Background: an optimization exercise with open tools, aiming at small area. Do not read the settings as production practice. RTL that was checked went through simulation tests only; none was proved equivalent to the original.

run R:
// hart
module hart #(
    parameter RESET_ADDR = 32'h00000000
) (
    input  wire        i_clk,
    input  wire        i_rst,
    output wire [31:0] o_imem_raddr,
    input  wire [31:0] i_imem_rdata,
    output wire [31:0] o_dmem_addr,
    output wire        o_dmem_ren,
    output wire        o_dmem_wen,
    output wire [31:0] o_dmem_wdata,
    output wire [ 3:0] o_dmem_mask,
    input  wire [31:0] i_dmem_rdata,
    output wire        o_retire_valid,
    output wire [31:0] o_retire_inst,
    output wire        o_retire_trap,
    output wire        o_retire_halt,
    output wire [ 4:0] o_retire_rs1_raddr,
    output wire [ 4:0] o_retire_rs2_raddr,
    output wire [31:0] o_retire_rs1_rdata,
    output wire [31:0] o_retire_rs2_rdata,
    output wire [ 4:0] o_retire_rd_waddr,
    output wire [31:0] o_retire_rd_wdata,
    output wire [31:0] o_retire_pc,
    output wire [31:0] o_retire_next_pc
);
==> flow/config.mk <==
export PLATFORM = sky130hd
export DESIGN_NAME = hart
export DESIGN_NICKNAME = hart
export VERILOG_FILES = /design/flow/design.v
export SDC_FILE = /design/flow/constraint.sdc
export NUM_CORES = 8
export LEC_CHECK = 0
export ABC_AREA = 1
export CAP_MARGIN = 20
export CORE_MARGIN = 2
export CORE_UTILIZATION = 40
export SETUP_SLACK_MARGIN = 0.5
export SLEW_MARGIN = 20
==> flow/constraint.sdc <==
create_clock -name core_clock -period 13.0 [get_ports {i_clk}]
set_input_delay 2.6000 -clock core_clock [delete_from_list [all_inputs] [get_ports {i_clk}]]
set_output_delay 2.6000 -clock core_clock [all_outputs]
set_load 0.01 [all_outputs]
standard.sh (not shown) runs the stock make flow with config.mk's settings and CLKGATE_MAP_FILE= SYNTH_SCRIPT=/design/flow/synth_recipe.tcl, a recipe that flattens the netlist after the stock synthesis.
==> flow/flow/run.sh <==
#!/bin/bash
# Standard ORFS layout, with the port buffers made of the smallest buffer
# and a clock tree without dummy loads.
export BUFFER_PORTS_ARGS="-buffer_cell sky130_fd_sc_hd__buf_1"
export CTS_ARGS="-sink_clustering_enable -repair_clock_nets -buf_list sky130_fd_sc_hd__clkbuf_8 -dont_use_dummy_load -sink_clustering_size 18 -sink_clustering_max_diameter 60"
bash standard.sh > standard.log 2>&1
Input changes introduced in run A (baseline for comparison: run R):
diff --git a/flow/design.v b/flow/design.v
--- a/flow/design.v
+++ b/flow/design.v
@@ -99,48 +99,34 @@
     assign rf_lsb[0] = 1'b0;
     genvar r;
     generate
         for (r = 1; r < 32; r = r + 1) begin : g_rf
             reg  [31:0] q;
             wire we = p_clr | (we_rd & (rd == r));
             always @(posedge i_clk)
                 q <= {we ? wbit : q[0], q[31:1]};
             assign rf_lsb[r] = q[0];
         end
     endgenerate
-    reg imm_t;
-    always @(*) begin
-        imm_t = inst[31];
-        if (op_lui | op_auipc) begin                  
-            imm_t = (t < 5'd12) ? 1'b0 : inst[t];
-        end else if (op_jal) begin                    
-            if (t == 5'd0)       imm_t = 1'b0;
-            else if (t <= 5'd10) imm_t = inst[20 + t];
-            else if (t == 5'd11) imm_t = inst[20];
-            else if (t <= 5'd19) imm_t = inst[t];
-            else                 imm_t = inst[31];
-        end else if (op_br) begin                     
-            if (t == 5'd0)       imm_t = 1'b0;
-            else if (t <= 5'd4)  imm_t = inst[7 + t];
-            else if (t <= 5'd10) imm_t = inst[20 + t];
-            else if (t == 5'd11) imm_t = inst[7];
-            else                 imm_t = inst[31];
-        end else if (op_store) begin                  
-            if (t <= 5'd4)       imm_t = inst[7 + t];
-            else if (t <= 5'd10) imm_t = inst[20 + t];
-            else                 imm_t = inst[31];
-        end else begin                                
-            if (t <= 5'd10)      imm_t = inst[20 + t];
-            else                 imm_t = inst[31];
-        end
-    end
+    wire [31:0] mv = {inst[31:12], inst[31:20]};
+    wire m = mv[t];
+    wire [7:0] lv = {3'b000, inst[11:7]};
+    wire l = lv[t[2:0]];
+    wire ge12 = (t >= 5'd12);
+    wire le4  = (t <= 5'd4);
+    wire t11  = (t == 5'd11);
+    wire tz   = (t == 5'd0);
+    wire imm_t = f_u ? (ge12 & m) :
+                   f_j ? (tz ? 1'b0 : t11 ? inst[20] : t[4] & (t[3] | t[2]) ? inst[31] : m) :
+                   (f_s | f_b) ? ((f_b & tz) ? 1'b0 : le4 ? l : (f_b & t11) ? inst[7] : ge12 ? inst[31] : m) :
+                   (ge12 ? inst[31] : m);
     wire four_t = (t == 5'd2);
     reg  c;           
     reg  tk;          
     reg  aux;         
     reg  off0, off1;  
     reg  [1:0] dg;    
     reg  nc;          
     wire a_alu = is_lui ? 1'b0 : (is_auipc | is_jal | is_jalr) ? npc[0] : rf_bit;
     wire b_alu = (is_jal | is_jalr) ? four_t :
                  is_shift           ? 1'b0 :
                  (is_opr | is_br)   ? op2[0] : imm_t;
## What came out
- Proportion of layout cells with a drive suffix above 1 was lower in the run labelled run R.
- Going from run R to run A, starting density of the core did not really move, register-to-register slack climbed 0.57 ns.
- Per the comparison of run A with run R, met2 usage in global routing shrank by 3.0 points; post-layout utilization of the core essentially unchanged; estimated wirelength of the detail-placed design shows a reduction of about 7%; peak fanout along the critical path now smaller; worst-case hold slack decreased 0.0077 ns.
For run A, only the layout was checked, not whether the RTL still works.

[what the ideal ports hide]
Ports are ideal in the flow. The routed layouts listed here were re-timed in OpenROAD. Step 1, drivers: a clkbuf_16 drives i_clk and a buf_2 each remaining input, both assumed. Step 2 adds t to the input delays and takes it off the output delays; t is the mean of the earliest and latest rising clock arrival at the registers after step 1. Input paths then give back, and output paths get back, about the clock's delay inside the block. Slacks: ideal / step 1 / step 2; pairs: ideal / step 1.
run | t (ns) | setup WS [ns] | worst setup path after step 2 | worst slew at a driven data input, ns | pins driven straight from the clock port
run R | 0.706 | 3.452 / 3.423 / 3.423 | input to output | 0.08 | 1
run A | 0.701 | 3.191 / 3.168 / 3.168 | input to output | 0.08 | 1
After both steps every run listed still meets setup and hold. For run R, which loses most, drivers alone change the setup slack by -0.029 ns; drivers and shift together by -0.029 ns.
